This is an optimization exercise on Yosys and OpenROAD, whose aim is small area, not a production implementation. In this exercise RTL edits were held to simulation tests only and were not proved equivalent to the original. No activity file was given, so power comes from the tool's default toggle rates.

$ cat flow/config.mk
export PLATFORM = sky130hd
export DESIGN_NAME = uart_top
export DESIGN_NICKNAME = uart_top
export VERILOG_FILES = /design/flow/design.v
export SDC_FILE = /design/flow/constraint.sdc
export NUM_CORES = 4
export LEC_CHECK = 0
export CAP_MARGIN = 20
export CORE_MARGIN = 2
export CORE_UTILIZATION = 40
export SLEW_MARGIN = 20
$ cat flow/constraint.sdc
create_clock -name core_clock -period 20.0 [get_ports {clk}]
set_input_delay 4.0000 -clock core_clock [delete_from_list [all_inputs] [get_ports {clk}]]
set_output_delay 4.0000 -clock core_clock [all_outputs]
set_load 0.01 [all_outputs]
$ cat flow/run.sh
#!/bin/bash
# synth_recipe.tcl (not shown) runs the flow's synth.tcl, then flattens the netlist and writes it again
# the make line also repeats each setting of config.mk as NAME=value (left out here)
make -C /OpenROAD-flow-scripts/flow DESIGN_CONFIG=/design/flow/config.mk WORK_HOME=/design/flow/orfs CLKGATE_MAP_FILE= SYNTH_SCRIPT=/design/flow/synth_recipe.tcl finish
$ cat flow/design.v
module uart_rx#(
	parameter CLK_FRE 	= 50,
	parameter UART_RATE = 115200
	) (
	input 				clk,    
	input 				rst_n,
	output 	 			recv_en,	
	output reg 	[ 7:0] 	recv_data,	
	input 				rx_pin 
);
parameter  RATE_CNT = (CLK_FRE * 1000_000 / UART_RATE) - 1;
reg [10:0] clk_cnt;
localparam WAIT = 2'd0, START = 2'd1, RECV = 2'd2, STOP = 2'd3;
reg [1:0] state;
assign recv_en = clk_cnt == RATE_CNT * 3 / 2;
reg [ 7:0] recv_data_r;
reg [ 2:0] recv_cnt;
always@(posedge clk)
	if(!rst_n)begin
		state 		<= WAIT;
		clk_cnt 	<= 0;
		recv_data 	<= 0;
	end
	else
	case(state)
		WAIT:
			if(!rx_pin)begin 
				recv_cnt <= 'd0;
				state <= START;
			end
		START:begin 
			if(clk_cnt == RATE_CNT / 2)begin 
				clk_cnt <= 0;
				state <= RECV;
			end
			else
				clk_cnt <= clk_cnt + 1;
		end
		RECV:begin 
			if(clk_cnt == RATE_CNT)begin 
				clk_cnt <= 0;
				recv_data_r[recv_cnt] <= rx_pin;
				recv_cnt <= recv_cnt + 1;
				state <= (recv_cnt == 7 )?STOP : RECV ;
			end
			else
				clk_cnt <= clk_cnt + 1;
		end
		STOP:begin 
			recv_data <= recv_data_r;
			if(clk_cnt == RATE_CNT * 3 / 2)begin 
				clk_cnt <= 0;
				state <= WAIT;
			end
			else 
				clk_cnt <= clk_cnt + 1;
		end
	endcase
endmodule
module uart_tx#(
	parameter CLK_FRE 	= 50,
	parameter UART_RATE = 115200
	) (
	input 				clk,    
	input 				rst_n,
	input 				send_en ,	
	output 	 			send_busy ,	
	input 		[ 7:0] 	send_data ,	
	output reg 			tx_pin
);
parameter  RATE_CNT = (CLK_FRE * 1000_000 / UART_RATE) - 1;
reg [10:0] clk_cnt;
localparam WAIT = 2'd0, START = 2'd1, SEND = 2'd2, STOP = 2'd3;
reg [1:0] state;
assign send_busy = state != WAIT;
reg [ 7:0] send_data_r;
reg [ 2:0] send_cnt;
always@(posedge clk)
	if(!rst_n)begin
		state 	<= WAIT;
		clk_cnt <= 0;
		tx_pin 	<= 1;
	end
	else
	case(state)
		WAIT:
			if(send_en)begin 
				send_data_r <= send_data;
				send_cnt <= 'd0;
				state <= START;
			end
		START:begin 
			tx_pin <= 0;
			if(clk_cnt == RATE_CNT)begin 
				clk_cnt <= 0;
				state <= SEND;
			end
			else
				clk_cnt <= clk_cnt + 1;
		end
		SEND:begin 
			tx_pin <= send_data_r[send_cnt];
			if(clk_cnt == RATE_CNT)begin 
				clk_cnt <= 0;
				send_cnt <= send_cnt + 1;
				state <= (send_cnt == 7 )?STOP : SEND ;
			end
			else
				clk_cnt <= clk_cnt + 1;
		end
		STOP:begin 
			tx_pin <= 1;
			if(clk_cnt == RATE_CNT)begin 
				clk_cnt <= 0;
				state <= WAIT;
			end
			else
				clk_cnt <= clk_cnt + 1;
		end
	endcase
endmodule
module uart_top (
	input 		clk,    
	input 		rst_n,
	input 		uart_rx,
	output		uart_tx
);
parameter CLK_FRE 		= 50;
parameter UART_RATE 	= 115200;
localparam SEND = 2'd0, WAIT = 2'd1;
reg [1:0] state;
reg  [31:0] wait_cnt;
reg  [ 7:0] send_cnt;
reg  [ 7:0] send_data;
reg  	    send_en;
wire [ 7:0] recv_data;
wire 		recv_en;
wire 		send_busy;
parameter 	ENG_NUM  = 9; 
parameter 	CHE_NUM  = 2; 
parameter 	DATA_NUM = CHE_NUM * 3 + ENG_NUM;  
wire [ DATA_NUM * 8 - 1:0] char_data = {8'hE4,8'hBD,8'hA0,8'hE5,8'hA5,8'hBD,"  World","\r\n"};
wire [ 7:0] char_byte = (send_cnt < DATA_NUM) ? char_data[ (DATA_NUM - 1 - send_cnt) * 8 +: 8] : 8'h00;
always@(posedge clk)
	if(!rst_n)begin
		state 		<= SEND;
		wait_cnt 	<= 0;
		send_cnt 	<= 0;
		send_en 	<= 'b0;
	end
	else
	case(state)
		SEND:begin  
			if(send_cnt == DATA_NUM + 1)begin 
				send_en 	<= 'b0;
				send_cnt 	<=  0;
				state 		<= WAIT;
			end
			else if(!send_busy)begin
				send_en 	<= 'b1;
				send_data 	<= char_byte;
				send_cnt 	<= send_cnt + 1;
			end
		end
		WAIT: 
			if(wait_cnt == CLK_FRE * 1000_000)begin 
				wait_cnt <= 0;
				state <= SEND;
			end
			else begin
				send_en <= recv_en;
				send_data <= recv_data;
				wait_cnt <= wait_cnt + 1;
			end
	endcase
uart_tx #(
	.CLK_FRE 	(CLK_FRE 	),
	.UART_RATE 	(UART_RATE 	)
	)uart_tx_m0(
	.clk 		(clk 		),
	.rst_n 		(rst_n 		),
	.send_en 	(send_en 	),
	.send_busy 	(send_busy 	),
	.send_data 	(send_data 	),
	.tx_pin 	(uart_tx 	)
	);
uart_rx #(
	.CLK_FRE 	(CLK_FRE 	),
	.UART_RATE 	(UART_RATE 	)
	)uart_rx_m0(
	.clk 		(clk 		),
	.rst_n 		(rst_n 		),
	.recv_en 	(recv_en 	),
	.recv_data 	(recv_data 	),
	.rx_pin 	(uart_rx 	)
	);
endmodule
==> results.cfg, run 1 <==
[sta]
slew_headroom = 0.494
finalSetupTns_ps = 0
rsz0062_at_grt = no
max_freq_mhz = 168
fin_skew_ps = 7.82
slew_viol_final = 0
fin_crit_ps = 5940
setup_viol = 0
worst_pin_slew_ps = 754
finalCritPeriodShare = 0.297
finalHoldViolCount = 0

[cts]
clk_latency_ps = 350
clock_sinks = 107
cts_resized = 0
ctsHoldBuffers = 0
clk_path_buf_depth = 2
clkTransAtPathRegs_ps = 70
cts_tree = yes
postCtsSetupRepairBufs = 0
cts_buffers = 9
clockRootBuffer = clkbuf_16
h-tree-depth = 3

[detailed_routing]
drc_errors = 0
via_count = 3672
ant_nets = 0
wl_um = 9230
dr.first_iter.drc_count = 175
dr.pass1.iters = 4
vias_per_cell = 5.08
avgRoutedWirePerCell_um = 12.8

[setup_path]
r2r_start = wait_cnt[1]
cp-endpoint = send_data[1]
crit_type = input port to register
cp-startpoint = rst_n
worstPathMaxFanout = 16
regToRegSetupSlack_ps = 17510
r2r_cells = 6
required_ps = 19990
endpoint_kind = register
cp.arrival_ps = 5930
rr_endpoint = send_data[1]
startpoint_type = input port

[synthesis]
synth_area_leaders = dfxtp_1, edfxtp_1, ha_1
synth_commonest_cells = nor2_1, dfxtp_1, nand2_1
yosysSeqAreaShare = 0.457
synth_area_mm2 = 0.00535
yosysTopAreaCell = dfxtp_1
synth_edf_count = 30
synth_area_per_cell_um2 = 9.81
async_reset_ff_frac = 0
synth_cell_types = 68
yosys_register_bits = 107
yosys_warnings = 3
synthCells = 545
syn_nets = 575
synth.most_common_cell = nor2_1
synthFlopType = dfxtp_1
synth_top_area_share = 0.288

[cells_and_area]
fin_nets = 572
filler_cell_count = 1277
syn2layout_area_growth_pct = 8.42
fin_util = 0.441
area.sequential_mm2 = 0.00244
diodes = 0
multi_input_area_mm2 = 0.00272
drive_above_1_share = 0.0768

[floorplanning]
initial_core_util = 0.407
core_area_mm2 = 0.0131
die_area_mm2 = 0.0143
ios = 4
die-height_um = 120
fp.dieW_um = 120
num_rows = 42

[pwr]
ir_worst_vdd_uv = 68.3
pwr_density_cell_mw_per_mm2 = 104
power.leakage_nw = 2.01

[place]
dp_hpwl_um = 6640
gp_congestion = 0.796
port_buffers = 3

[grt]
grt_overflow = 0
grt_first_pass_wirelength_um = 16200
grt_start_max_net_pins = 32
grt_usage = 0.138
antenna_found_initial = 0
grt_pass1_vias = 3500

[outcome]
outcome = no timing/DRC/antenna violations

[hold_path]
hold_path_class = register to register

[job]
maxCapViolCount = 0
## critical path, cell delays in order
cell and delay [ps]:
clkdlybuf4s50_1 900, o21ai_0 390, a21oi_1 640
## area by class of cell
class / instances / share of cell area
Sequential cell: 107 / 0.421
Clock inverter: 7 / 0.0101
Timing Repair Buffer: 4 / 0.00648
Tap cell: 176 / 0.0380
Inverter: 25 / 0.0162
Multi-Input combinational cell: 395 / 0.469
Clock buffer: 9 / 0.0389
## power by group
group / total, W / switching, W / leakage (nW) / internal (W)
logic: 0.000155 / 0.0000852 / 0.972 / 0.0000694
registers: 0.000282 / 0.0000211 / 0.901 / 0.000261
clock network: 0.000168 / 0.0000814 / 0.134 / 0.0000863
total: 0.000604 / 0.000188 / 2.01 / 0.000416
## state kept, by name, summed over array words and instances, names as in the netlist
name	count
wait_cnt	32
uart_rx_m0.clk_cnt	11
uart_tx_m0.clk_cnt	11
send_cnt	8
send_data	8
uart_rx_m0.recv_data	8
uart_rx_m0.recv_data_r	8
uart_tx_m0.send_data_r	8
uart_rx_m0.recv_cnt	3
uart_tx_m0.send_cnt	3
uart_rx_m0.state	2
uart_tx_m0.state	2
send_en	1
state	1
uart_tx_m0.tx_pin	1
## cells in the final DEF, fill, tap and decap left out, types with 12 or more instances in the layout
master and count:
nor2_1 85, xnor2_1 30, xor2_1 25, nand4_1 13, nor3_1 14, edfxtp_1 30
nand3_1 23, inv_1 25, a21oi_1 12, nand2_1 38, dfxtp_1 77, ha_1 27
## cell families after synthesis
| kind of cell | share of synthesized area |
|---|---|
| buffers and inverters | 0.0367 |
| AND/OR/NAND/NOR | 0.235 |
| flip-flops | 0.457 |
| AO/OA/AOI/OAI | 0.0728 |
| adder cells (fa/ha/maj) | 0.0669 |
| multiplexers | 0.0417 |
| XOR/XNOR | 0.0901 |
## metrics by stage
stage / cell area [µm²] / setup slack [ps] / hold WS (ps) / total power, W / std cells
floorplan: 5350 / 14990 / 400 / 0.000408 / 545
global placement: 5510 / 13790 / 407 / 0.000438 / 707
detailed placement: 5510 / 13690 / 405 / 0.000442 / 707
CTS: 5800 / 14070 / 422 / 0.000612 / 723
global route: 5800 / 13930 / 446 / 0.000646 / 723
finish: 5800 / 14060 / 422 / 0.000604 / 723
## worst min path at each step
stage / from / to / slack (ps) / cells past startpoint
4_1_cts: send_data[1] / uart_tx_m0.send_data_r[1] / 420 / 0
6_report: send_data[1] / uart_tx_m0.send_data_r[1] / 420 / 0
3_5_place_dp: send_data[1] / uart_tx_m0.send_data_r[1] / 400 / 0
2_1_floorplan: send_data[0] / uart_tx_m0.send_data_r[0] / 400 / 0
3_3_place_gp: send_data[3] / uart_tx_m0.send_data_r[3] / 410 / 0
5_1_grt: send_data[5] / uart_tx_m0.send_data_r[5] / 450 / 0
## layer usage
metal  track usage  up-vias  part of all wire
met5             0        -                 0
met4        0.0390        0             0.011
met3        0.0418        9             0.027
met2         0.228       22              0.46
met1         0.177     1734              0.50
li1              -     1907                 -
==> run 2: changes to the inputs <==
==> flow/design.v (replaced) <==
module uart_rx (
	input 				clk,
	input 				rst_n,
	input 				hold,
	output 	 			recv_en,
	output reg 	[ 7:0] 	data_r,
	input 				rx_pin
);
localparam [8:0] T = 9'hb6, XS = 9'h4d, XP2 = 9'h9b;
localparam [3:0] PW = 4'd2, PS = 4'd7, PP1 = 4'd0, PP2 = 4'd1;
reg [8:0] rt;
reg [3:0] rp;
wire is_w = rp == PW;
wire hit  = rt == T;
assign recv_en = hit && rp == PP2;
always @(posedge clk) begin
	if (is_w)
		rt <= XS;
	else if (hit)
		rt <= (rp == PP1) ? XP2 : 9'd0;
	else
		rt <= {rt[7:0], ~(rt[8] ^ rt[4])};
	if (hit && rp[3] && !hold)
		data_r <= {rx_pin, data_r[7:1]};
	if (!rst_n)
		rp <= PW;
	else if (is_w) begin
		if (!rx_pin)
			rp <= PS;
	end else if (hit)
		rp <= rp + 4'd1;
end
endmodule
module uart_tx (
	input 				clk,
	input 				rst_n,
	input 				send_en,
	output 	 			send_busy,
	input 		[ 7:0] 	send_data,
	output reg 			tx_pin
);
localparam [8:0] T = 9'hb6;
localparam [3:0] PW = 4'd1, PS = 4'd7;
reg [8:0] tt;
reg [3:0] ph;
reg [7:0] data_r;
wire is_w = ph == PW;
wire hit  = tt == T;
assign send_busy = !is_w;
always @(posedge clk) begin
	tt <= (is_w || hit) ? 9'd0 : {tt[7:0], ~(tt[8] ^ tt[4])};
	if (is_w && send_en)
		data_r <= send_data;
	if (!rst_n) begin
		ph 		<= PW;
		tx_pin 	<= 1'b1;
	end else begin
		if (is_w) begin
			if (send_en)
				ph <= PS;
		end else if (hit)
			ph <= ph + 4'd1;
		tx_pin <= ph[3] ? data_r[ph[2:0]] : !ph[2];
	end
end
endmodule
module uart_top (
	input 		clk,
	input 		rst_n,
	input 		uart_rx,
	output		uart_tx
);
localparam [25:0] WEND = 26'h32fa021;
reg  [ 4:0] cnt;
reg  [25:0] wcnt;
reg  	    send_en;
wire [ 7:0] recv_data;
wire 		recv_en;
wire 		send_busy;
wire in_wait = cnt == 5'd17;
wire wend    = wcnt == WEND;
reg  [ 7:0] char_byte;
always @(*)
	case (cnt)
		5'd1:    char_byte = 8'hE4;
		5'd2:    char_byte = 8'hBD;
		5'd3:    char_byte = 8'hA0;
		5'd4:    char_byte = 8'hE5;
		5'd5:    char_byte = 8'hA5;
		5'd6:    char_byte = 8'hBD;
		5'd7:    char_byte = " ";
		5'd8:    char_byte = " ";
		5'd9:    char_byte = "W";
		5'd10:   char_byte = "o";
		5'd11:   char_byte = "r";
		5'd12:   char_byte = "l";
		5'd13:   char_byte = "d";
		5'd14:   char_byte = "\r";
		5'd15:   char_byte = "\n";
		default: char_byte = recv_data;
	endcase
always @(posedge clk) begin
	wcnt <= (in_wait && !wend) ? {wcnt[24:0], ~(wcnt[25] ^ wcnt[5] ^ wcnt[1] ^ wcnt[0])} : 26'd0;
	if (!rst_n) begin
		cnt 	<= 5'd0;
		send_en <= 1'b0;
	end else if (in_wait) begin
		if (wend)
			cnt <= 5'd0;
		else
			send_en <= recv_en;
	end else if (cnt == 5'd16) begin
		cnt 	<= 5'd17;
		send_en <= 1'b0;
	end else if (!send_busy) begin
		cnt 	<= cnt + 5'd1;
		send_en <= 1'b1;
	end
end
uart_tx uart_tx_m0 (
	.clk 		(clk 		),
	.rst_n 		(rst_n 		),
	.send_en 	(send_en 	),
	.send_busy 	(send_busy 	),
	.send_data 	(char_byte 	),
	.tx_pin 	(uart_tx 	)
);
uart_rx uart_rx_m0 (
	.clk 		(clk 		),
	.rst_n 		(rst_n 		),
	.hold 		(cnt == 5'd0),
	.recv_en 	(recv_en 	),
	.data_r 	(recv_data 	),
	.rx_pin 	(uart_rx 	)
);
endmodule
==> results.cfg, run 2 <==
[sta]
hold_ws_ps = 445
finalHoldViolCount = 0
fin_crit_ps = 5170
rsz0062_at_grt = no
finalCritPeriodShare = 0.259
setup_viol = 0
slew_headroom = 0.457
finalSetupTns_ps = 0
slew_viol_final = 0
fin_skew_ps = 5.45
worst_pin_slew_ps = 814
max_freq_mhz = 193

[hold_path]
holdPathEnd = uart_tx_m0.tt[2]
min_from = uart_tx_m0.tt[1]
hold_path_class = register to register
holdPathStages = 1

[synthesis]
yosys_warnings = 3
synth_top_family_by_area = simple AND/OR/NAND/NOR gates
yosys_register_bits = 75
synth-adder-area-share = 0.0434
synth_area_leaders = dfxtp_1, edfxtp_1, and2_1
synthXorXnorAreaFrac = 0.0276
synth_top_area_share = 0.372
syn_nets = 299
synthFlopType = dfxtp_1
synth_area_mm2 = 0.00317
synth_simple_gate_area_share = 0.234
synth.most_common_cell = dfxtp_1
yosysTopAreaCell = dfxtp_1
synthCells = 285
synth_area_per_cell_um2 = 11.1
yosysSeqAreaShare = 0.523
synth_compound_area_frac = 0.109
async_reset_ff_frac = 0
synth_cell_types = 61
synth_edf_count = 16
synthMuxAreaShare = 0.0319
synth_commonest_cells = dfxtp_1, and2_1, edfxtp_1

[detailed_routing]
dr.first_iter.drc_count = 67
wl_um = 5510
vias_per_cell = 5.22
ant_nets = 0
dr.pass1.iters = 4
via_count = 2051
avgRoutedWirePerCell_um = 14.0
drc_errors = 0

[setup_path]
required_ps = 16000
cpPeakStageDelay_ps = 520
crit_buf_inv = 1
rr_endpoint = uart_tx_m0.data_r[3]
cp.arrival_ps = 1170
worstPathMaxFanout = 1
crit_slowest_cell = clkdlybuf4s50_1
r2r_start = cnt[0]
startpoint_type = register
crit_type = register to primary output
cp_top_family = buffers and inverters
endpoint_kind = primary output
regToRegSetupSlack_ps = 17520
cp_cell_sequence = clkdlybuf4s50_1
r2r_cells = 6

[grt]
grt_overflow = 0
grtUsageMet3 = 0.0532
met2_usage = 0.215
use_met1 = 0.181
top_usage_layer = met2
grt_first_pass_wirelength_um = 9470
grt_pass1_vias = 1991
grt_start_max_net_pins = 28
grt_usage = 0.138
antenna_found_initial = 0

[cells_and_area]
diodes = 0
fin_nets = 300
syn2layout_area_growth_pct = 8.79
largest_registers = wcnt: 26 flops, uart_rx_m0.rt: 9 flops, uart_tx_m0.tt: 9 flops
top_register = wcnt
largest_register_ffs = 26
drive_above_1_share = 0.113
layout_commonest_cell = dfxtp_1
final_cell_mix = dfxtp_1, and2_1, edfxtp_1

[cts]
cts_resized = 0
postCtsSetupRepairBufs = 0
clk_path_buf_depth = 2
cts_buffers = 9
clockRootBuffer = clkbuf_8
ctsHoldBuffers = 0
clock_sinks = 75
clkTransAtPathRegs_ps = 70
h-tree-depth = 3
clk_latency_ps = 340
cts_tree = yes

[pwr]
switching_share = 0.291
p_clk_frac = 0.278
p_switching_w = 0.000109
ir_worst_vdd_uv = 48.5
seqPwrFrac = 0.493
combinationalPowerShare = 0.228
power.total_w = 0.000377
power.leakage_nw = 1.34
pwr_density_cell_mw_per_mm2 = 109
internal-power_w = 0.000267

[floorplanning]
fp.dieW_um = 93.1
die-height_um = 93.1
die_area_mm2 = 0.00866
core_area_mm2 = 0.00773
num_rows = 32
initial_core_util = 0.411
ios = 4

[place]
gp_congestion = 0.810
port_buffers = 3
dp_hpwl_um = 3780

[outcome]
outcome = no timing/DRC/antenna violations

[job]
maxCapViolCount = 0
-- run 2: cell count changes after synthesis, moves of 10 or more --
cell / change
and2_1: +35
dfxtp_1: -18
edfxtp_1: -14
ha_1: -16
inv_1: -16
nand2_1: -26
nand3_1: -16
nor2_1: -79
o21ai_0: -10
xnor2_1: -25
xor2_1: -20
-- run 2: power groups by stage --
stage | clock network (W) | registers (W) | logic (W)
floorplan | 0 | 0.000185 | 0.0000722
global placement | 0 | 0.000189 | 0.0000844
detailed placement | 0 | 0.000189 | 0.0000854
CTS | 0.000109 | 0.000186 | 0.0000857
global route | 0.000115 | 0.000188 | 0.0000961
finish | 0.000105 | 0.000186 | 0.0000860
-- run 2: worst max-delay path by stage --
stage	end	from	cells past startpoint	slack, ps
final	uart_tx	uart_tx_m0.tx_pin	1	14830
after detailed placement	send_en	rst_n	3	14680
after CTS	uart_tx	uart_tx_m0.tx_pin	1	14810
after floorplan	uart_rx_m0.rp[1]	uart_rx	4	15240
after global placement	cnt[0]	rst_n	3	14670
after global routing	uart_tx	uart_tx_m0.tx_pin	1	14770
-- run 2: per-stage QoR --
stage | util | setup WS [ps] | cell area, µm² | std cells
final | 0.447 | 14830 | 3450 | 393
after global routing | 0.447 | 14770 | 3450 | 393
after CTS | 0.447 | 14810 | 3450 | 393
after detailed placement | 0.424 | 14680 | 3270 | 377
after global placement | 0.424 | 14670 | 3270 | 377
after floorplan | - | 15240 | 3170 | 285
-- run 2: cell type report --
cell class              count  area [µm²]
flip-flops and latches     75        1660
clock buffers              12         155
inverters                  10        40.0
fillers                   717        4270
well taps                 102         128
multi-input cells         187        1420
repair buffers              3        30.0
clock inverters             4        23.8
-- run 2: cells by family after synthesis --
family	count (synthesis)
simple gates	118
flops	75
compound gates	41
buf+inv	23
fa+ha+maj	11
xor+xnor	10
mux	7
-- run 2: routing by layer --
| layer | share of wire | routed length (µm) | vias to the layer above |
|---|---|---|---|
| li1 | - | - | 1033 |
| met1 | 0.50 | 2770 | 977 |
| met2 | 0.45 | 2460 | 32 |
| met3 | 0.036 | 196 | 9 |
| met4 | 0.014 | 77 | 0 |
| met5 | 0 | 0 | - |
==> run 3: changes to the inputs <==
--- a/flow/design.v
+++ b/flow/design.v
@@ -8,16 +8,13 @@
 );
-localparam [8:0] T = 9'hb6, XS = 9'h4d, XP2 = 9'h9b;
-localparam [3:0] PW = 4'd2, PS = 4'd7, PP1 = 4'd0, PP2 = 4'd1;
+localparam [8:0] T = 9'd42, XS = 9'd250, T2 = 9'd190;
+localparam [3:0] PW = 4'd2, PS = 4'd7, PP2 = 4'd1;
 reg [8:0] rt;
 reg [3:0] rp;
-wire is_w = rp == PW;
-wire hit  = rt == T;
-assign recv_en = hit && rp == PP2;
+wire is_w  = rp == PW;
+wire is_p2 = rp == PP2;
+wire hit   = rt == T;
+wire hit2  = rt == T2;
+assign recv_en = is_p2 && hit2;
 always @(posedge clk) begin
-	if (is_w)
-		rt <= XS;
-	else if (hit)
-		rt <= (rp == PP1) ? XP2 : 9'd0;
-	else
-		rt <= {rt[7:0], ~(rt[8] ^ rt[4])};
+	rt <= is_w ? XS : {rt[7:0], rt[8] ^ rt[4] ^ hit};
 	if (hit && rp[3] && !hold)
@@ -29,3 +26,3 @@
 			rp <= PS;
-	end else if (hit)
+	end else if (is_p2 ? hit2 : hit)
 		rp <= rp + 4'd1;
@@ -41,3 +38,3 @@
 );
-localparam [8:0] T = 9'hb6;
+localparam [8:0] T = 9'd42, S0 = 9'd85;
 localparam [3:0] PW = 4'd1, PS = 4'd7;
@@ -50,3 +47,3 @@
 always @(posedge clk) begin
-	tt <= (is_w || hit) ? 9'd0 : {tt[7:0], ~(tt[8] ^ tt[4])};
+	tt <= is_w ? S0 : {tt[7:0], tt[8] ^ tt[4] ^ hit};
 	if (is_w && send_en)
@@ -79,3 +76,3 @@
 wire 		send_busy;
-wire in_wait = cnt == 5'd17;
+wire in_wait = cnt[4] && cnt[0];	 
 wire wend    = wcnt == WEND;
@@ -83,22 +80,23 @@
 always @(*)
-	case (cnt)
-		5'd1:    char_byte = 8'hE4;
-		5'd2:    char_byte = 8'hBD;
-		5'd3:    char_byte = 8'hA0;
-		5'd4:    char_byte = 8'hE5;
-		5'd5:    char_byte = 8'hA5;
-		5'd6:    char_byte = 8'hBD;
-		5'd7:    char_byte = " ";
-		5'd8:    char_byte = " ";
-		5'd9:    char_byte = "W";
-		5'd10:   char_byte = "o";
-		5'd11:   char_byte = "r";
-		5'd12:   char_byte = "l";
-		5'd13:   char_byte = "d";
-		5'd14:   char_byte = "\r";
-		5'd15:   char_byte = "\n";
+	case (cnt[3:0])
+		4'd1:    char_byte = 8'hE4;
+		4'd2:    char_byte = 8'hBD;
+		4'd3:    char_byte = 8'hA0;
+		4'd4:    char_byte = 8'hE5;
+		4'd5:    char_byte = 8'hA5;
+		4'd6:    char_byte = 8'hBD;
+		4'd7:    char_byte = " ";
+		4'd8:    char_byte = " ";
+		4'd9:    char_byte = "W";
+		4'd10:   char_byte = "o";
+		4'd11:   char_byte = "r";
+		4'd12:   char_byte = "l";
+		4'd13:   char_byte = "d";
+		4'd14:   char_byte = "\r";
+		4'd15:   char_byte = "\n";
 		default: char_byte = recv_data;
 	endcase
+wire [ 7:0] send_data = cnt[4] ? recv_data : char_byte;
 always @(posedge clk) begin
-	wcnt <= (in_wait && !wend) ? {wcnt[24:0], ~(wcnt[25] ^ wcnt[5] ^ wcnt[1] ^ wcnt[0])} : 26'd0;
+	wcnt <= {wcnt[24:0], in_wait && !(wcnt[25] ^ wcnt[5] ^ wcnt[1] ^ wcnt[0])};
 	if (!rst_n) begin
@@ -111,3 +109,3 @@
 			send_en <= recv_en;
-	end else if (cnt == 5'd16) begin
+	end else if (cnt[4]) begin	 
 		cnt 	<= 5'd17;
@@ -124,3 +122,3 @@
 	.send_busy 	(send_busy 	),
-	.send_data 	(char_byte 	),
+	.send_data 	(send_data 	),
 	.tx_pin 	(uart_tx 	)
--- a/flow/config.mk
+++ b/flow/config.mk
@@ -9,3 +9,8 @@
 export CORE_MARGIN = 2
-export CORE_UTILIZATION = 40
+export CORE_UTILIZATION = 75
+export CTS_BUF_LIST = sky130_fd_sc_hd__clkbuf_4
+export CTS_CLUSTER_DIAMETER = 100
+export CTS_CLUSTER_SIZE = 40
+export HOLD_SLACK_MARGIN = 0
+export PLACE_DENSITY = 0.85
 export SLEW_MARGIN = 20
==> results.cfg, run 3 <==
[grt]
grt_overflow = 0
antenna_found_initial = 0
grt_usage = 0.262
grt_start_max_net_pins = 20
grt_first_pass_wirelength_um = 8510
grt_pass1_vias = 1835

[cells_and_area]
top_register = wcnt
fin_nets = 280
final_cell_mix = dfxtp_1, nor2_1, edfxtp_1
drive_above_1_share = 0.136
fin_util = 0.836
syn2layout_area_growth_pct = 5.98
diodes = 0
layout_commonest_cell = dfxtp_1
largest_register_ffs = 26
largest_registers = wcnt: 26 flops, uart_rx_m0.rt: 9 flops, uart_tx_m0.tt: 9 flops

[detailed_routing]
dr.pass1.iters = 4
dr.max_layer_used = met4
wl_um = 5000
ant_nets = 0
wl_met2_um = 2520
dr_wl_met3_um = 174
vias_per_cell = 5.88
via_count = 1881
avgRoutedWirePerCell_um = 15.6
wl_met1_um = 2270
dr.first_iter.drc_count = 125
drc_errors = 0

[synthesis]
synthCells = 264
async_reset_ff_frac = 0
synthFlopType = dfxtp_1
synth-adder-area-share = 0.0427
synth_cell_types = 58
synth_top_family_by_area = simple AND/OR/NAND/NOR gates
synthXorXnorAreaFrac = 0.0149
synth_area_per_cell_um2 = 11.1
synth_area_mm2 = 0.00293
synth_area_leaders = dfxtp_1, edfxtp_1, ha_1
yosysSeqAreaShare = 0.567
synth_edf_count = 16
yosysTopAreaCell = dfxtp_1
yosys_register_bits = 75
yosys_warnings = 3
syn_nets = 277
synth_commonest_cells = dfxtp_1, nor2_1, edfxtp_1
synth_simple_gate_area_share = 0.198
synth.most_common_cell = dfxtp_1
synth_top_area_share = 0.403
synth_compound_area_frac = 0.109
synthMuxAreaShare = 0.0329

[setup_path]
r2r_start = cnt[0]
crit_slowest_cell = clkdlybuf4s50_1
worstPathMaxFanout = 1
cp_cell_sequence = clkdlybuf4s50_1
cp-startpoint = uart_tx_m0.tx_pin
regToRegSetupSlack_ps = 17350
endpoint_kind = primary output
crit_cells = 1
r2r_cells = 7
cp_top_family = buffers and inverters
cpPeakStageDelay_ps = 520
rr_endpoint = uart_tx_m0.data_r[6]
startpoint_type = register
crit_type = register to primary output
required_ps = 16000
cp.arrival_ps = 1240
cp-endpoint = uart_tx
crit_buf_inv = 1

[sta]
finalCritPeriodShare = 0.262
finalHoldViolCount = 0
fin_skew_ps = 10.7
hold_ws_ps = 350
slew_viol_final = 0
fin_crit_ps = 5240
max_freq_mhz = 191
worst_pin_slew_ps = 945
finalSetupTns_ps = 0
rsz0062_at_grt = no
slew_headroom = 0.367
setup_viol = 0

[floorplanning]
ios = 4
die_area_mm2 = 0.00442
core_area_mm2 = 0.00372
num_rows = 22
fp.dieW_um = 66.5
die-height_um = 66.5
initial_core_util = 0.789

[cts]
clock_sinks = 75
clkTransAtPathRegs_ps = 120
clk_path_buf_depth = 2
clockRootBuffer = clkbuf_4
clk_latency_ps = 390
cts_resized = 0
ctsHoldBuffers = 0
cts_buffers = 9
postCtsSetupRepairBufs = 0
h-tree-depth = 3
cts_tree = yes

[hold_path]
hold_path_class = register to register

[place]
dp_hpwl_um = 3470
gp_congestion = 0.804
port_buffers = 3

[pwr]
power.leakage_nw = 1.17
ir_worst_vdd_uv = 79.7
pwr_density_cell_mw_per_mm2 = 107

[job]
maxCapViolCount = 0

[outcome]
outcome = no timing/DRC/antenna violations
[run 3: cell types whose count changed after synthesis, sizes merged, moves of 7 or more]
| cell | delta |
|---|---|
| or2 | +8 |
| nor2 | +15 |
| and2 | -38 |
| and3 | -9 |
| o21ai | +9 |
| a21oi | +7 |
| nor2b | +8 |
[run 3: metrics by stage]
stage          instances  setup WS [ps]  area [µm²]  total power [W]
2_1_floorplan        264          15390        2930         0.000232
5_1_grt              320          14700        3110         0.000351
3_3_place_gp         304          14600        2970         0.000244
3_5_place_dp         304          14580        2970         0.000246
6_report             320          14760        3110         0.000333
4_1_cts              320          14730        3110         0.000335
[run 3: cell families after synthesis]
family | count (synthesis)
compound gates | 48
xor+xnor | 5
fa+ha+maj | 10
buf+inv | 25
flops | 75
mux | 7
simple gates | 94
[run 3: layout make-up]
type | count | area, µm²
flip-flops and latches | 75 | 1660
clock inverters | 5 | 51.3
well taps | 48 | 60.1
multi-input cells | 164 | 1160
clock buffers | 11 | 82.6
fillers | 207 | 611
inverters | 13 | 48.8
repair buffers | 4 | 37.5
[run 3: routing by layer]
layer	up-vias	global-route usage
li1	953	-
met1	887	0.338
met5	-	0
met4	0	0.0842
met3	4	0.0608
met2	37	0.436
[run 3: worst min-delay path by stage]
stage / start / endpoint / slack [ps] / cells after the start
2_1_floorplan: wcnt[14] / wcnt[15] / 320 / 0
3_3_place_gp: wcnt[20] / wcnt[21] / 330 / 0
3_5_place_dp: wcnt[14] / wcnt[15] / 330 / 0
4_1_cts: wcnt[14] / wcnt[15] / 350 / 0
5_1_grt: wcnt[4] / wcnt[5] / 360 / 0
6_report: wcnt[15] / wcnt[16] / 350 / 0
[run 3: power breakdown]
group / switching (W) / internal, W
Sequential: 0.0000133 / 0.000174
Clock: 0.0000487 / 0.0000406
Combinational: 0.0000306 / 0.0000262
Total: 0.0000926 / 0.000240
==> run 4: changes to the inputs <==
==> flow/config.mk (replaced) <==
export PLATFORM = sky130hd
export DESIGN_NAME = uart_top
export DESIGN_NICKNAME = uart_top
export VERILOG_FILES = /design/flow/design.v
export SDC_FILE = /design/flow/constraint.sdc
export NUM_CORES = 4
export LEC_CHECK = 0
export CAP_MARGIN = 20
export CORE_MARGIN = 2
export CORE_UTILIZATION = 40
export SLEW_MARGIN = 20
==> results.cfg, run 4 <==
[hold_path]
hold_path_class = register to register
holdPathStages = 0
min_from = wcnt[20]
holdPathEnd = wcnt[21]

[detailed_routing]
vias_per_cell = 5.03
dr.pass1.iters = 4
dr.first_iter.drc_count = 109
ant_nets = 0
via_count = 1866
wl_um = 4720
drc_errors = 0
avgRoutedWirePerCell_um = 12.7

[grt]
grt_start_max_net_pins = 20
grt_pass1_vias = 1746
grt_overflow = 0
antenna_found_initial = 0
grt_usage = 0.137
grt_first_pass_wirelength_um = 8260

[synthesis]
synth_area_leaders = dfxtp_1, edfxtp_1, ha_1
synth.most_common_cell = dfxtp_1
synth_top_area_share = 0.403
syn_nets = 277
synth_cell_types = 58
synth_edf_count = 16
async_reset_ff_frac = 0
synth_area_per_cell_um2 = 11.1
yosysSeqAreaShare = 0.567
yosysTopAreaCell = dfxtp_1
yosys_warnings = 3
synth_commonest_cells = dfxtp_1, nor2_1, edfxtp_1
synthFlopType = dfxtp_1
synth_area_mm2 = 0.00293
yosys_register_bits = 75
synthCells = 264

[floorplanning]
fp.dieW_um = 89.6
ios = 4
die_area_mm2 = 0.00803
initial_core_util = 0.408
core_area_mm2 = 0.00718
num_rows = 31
die-height_um = 89.6

[setup_path]
rr_endpoint = uart_tx_m0.data_r[6]
worstPathMaxFanout = 1
r2r_start = cnt[0]
cp.arrival_ps = 1190
cp-startpoint = uart_tx_m0.tx_pin
crit_slowest_cell = clkdlybuf4s50_1
r2r_cells = 7
required_ps = 16000
cpPeakStageDelay_ps = 530
regToRegSetupSlack_ps = 17270
cp_cell_sequence = clkdlybuf4s50_1
crit_buf_inv = 1
cp_top_family = buffers and inverters
startpoint_type = register
endpoint_kind = primary output
crit_type = register to primary output

[cts]
cts_buffers = 9
h-tree-depth = 3
postCtsSetupRepairBufs = 0
clk_path_buf_depth = 2
clkTransAtPathRegs_ps = 80
ctsHoldBuffers = 0
clock_sinks = 75
clockRootBuffer = clkbuf_8
clk_latency_ps = 340
cts_resized = 0
cts_tree = yes

[sta]
slew_viol_final = 0
rsz0062_at_grt = no
finalSetupTns_ps = 0
setup_ws_ps = 14810
finalHoldViolCount = 0
slew_headroom = 0.381
setup_viol = 0
fin_skew_ps = 8.34
worst_pin_slew_ps = 923
max_freq_mhz = 193
fin_crit_ps = 5190
finalCritPeriodShare = 0.260

[pwr]
power.leakage_nw = 1.18
pwr_density_cell_mw_per_mm2 = 109
ir_worst_vdd_uv = 54.2

[cells_and_area]
fin_util = 0.449
layout_commonest_cell = dfxtp_1
top_register = wcnt
drive_above_1_share = 0.132
final_cell_area_mm2 = 0.00322
diodes = 0
multi_input_area_mm2 = 0.00116
fin_nets = 280
largest_registers = wcnt: 26 flops, uart_rx_m0.rt: 9 flops, uart_tx_m0.tt: 9 flops
area.sequential_mm2 = 0.00166
final_cell_mix = dfxtp_1, nor2_1, edfxtp_1
syn2layout_area_growth_pct = 9.99
largest_register_ffs = 26
filler_cell_count = 683

[place]
dp_hpwl_um = 3200
gp_congestion = 0.785
dp_slack_ps = 14600
placed_cell_area_mm2 = 0.00304
port_buffers = 3

[outcome]
outcome = no timing/DRC/antenna violations

[job]
maxCapViolCount = 0
## run 4: layout make-up
| type | instances | share of cell area |
|---|---|---|
| sequential | 75 | 0.516 |
| clock inverter | 4 | 0.00970 |
| timing repair buffer | 4 | 0.0116 |
| clock buffer | 12 | 0.0485 |
| inverter | 13 | 0.0151 |
| tap | 99 | 0.0384 |
| multi-input combinational | 164 | 0.361 |
## run 4: cell families (layout without fill, tap and decap cells)
group | Yosys count | after routing | share of synthesized area
xor+xnor | 5 | 5 | 0.0149
compound gates | 48 | 48 | 0.109
flops | 75 | 75 | 0.567
simple gates | 94 | 94 | 0.198
buf+inv | 25 | 33 | 0.0359
fa+ha+maj | 10 | 10 | 0.0427
mux | 7 | 7 | 0.0329
## run 4: per-stage QoR
stage          instances  hold slack, ps  total power [W]
2_1_floorplan        264             322         0.000232
3_3_place_gp         355             326         0.000245
3_5_place_dp         355             334         0.000246
4_1_cts              371             352         0.000355
5_1_grt              371             358         0.000372
6_report             371             351         0.000350
## run 4: worst max-delay path by stage
| stage | end | cells after the start |
|---|---|---|
| after detailed placement | uart_rx_m0.rp[2] | 4 |
| after global routing | uart_tx | 1 |
| after floorplan | uart_rx_m0.rp[2] | 4 |
| final | uart_tx | 1 |
| after CTS | uart_tx | 1 |
| after global placement | uart_rx_m0.rp[2] | 4 |
## run 4: where the power goes
part           internal [W]  switching (W)
Sequential         0.000174      0.0000124
Combinational     0.0000261      0.0000299
Clock             0.0000534      0.0000546
## run 4: routing by layer
metal | up-vias | routed length (µm) | GRT usage
met5 | - | 0 | 0
met4 | 0 | 88 | 0.0801
met3 | 7 | 162 | 0.0448
met2 | 27 | 2110 | 0.195
met1 | 891 | 2360 | 0.181
li1 | 941 | - | -

afterwards: timing with drivers on the ports:
In the flow no input, the clock included, has a driving cell. The finished layouts below were timed again as built, in two steps.
Step 1 sets driving cells, clkbuf_16 on the clock port and buf_2 on the other inputs (assumed; they add their load-dependent delay and slew).
Step 2, shift: input delay + t, output delay - t, t = (earliest + latest rising clock arrival at the registers) / 2. This alone moves slack from input paths to output paths.
Three values: ideal, step 1, step 2; two values: the first two.
run	shift t [ns]	setup slack, ns	worst setup path at the end	worst slew at a driven data input, ns	cell pins on the clock port's net
run 1	0.383	14.057 / 14.074 / 13.691	input to register	0.03	1
run 2	0.360	14.830 / 14.802 / 14.640	input to register	0.03	1
run 3	0.412	14.762 / 14.738 / 14.534	input to register	0.03	1
run 4	0.369	14.807 / 14.777 / 14.592	input to register	0.03	1
After both steps every run listed still meets setup and hold. For run 1, which loses most, drivers alone change the setup slack by +0.017 ns; drivers and shift together by -0.366 ns.
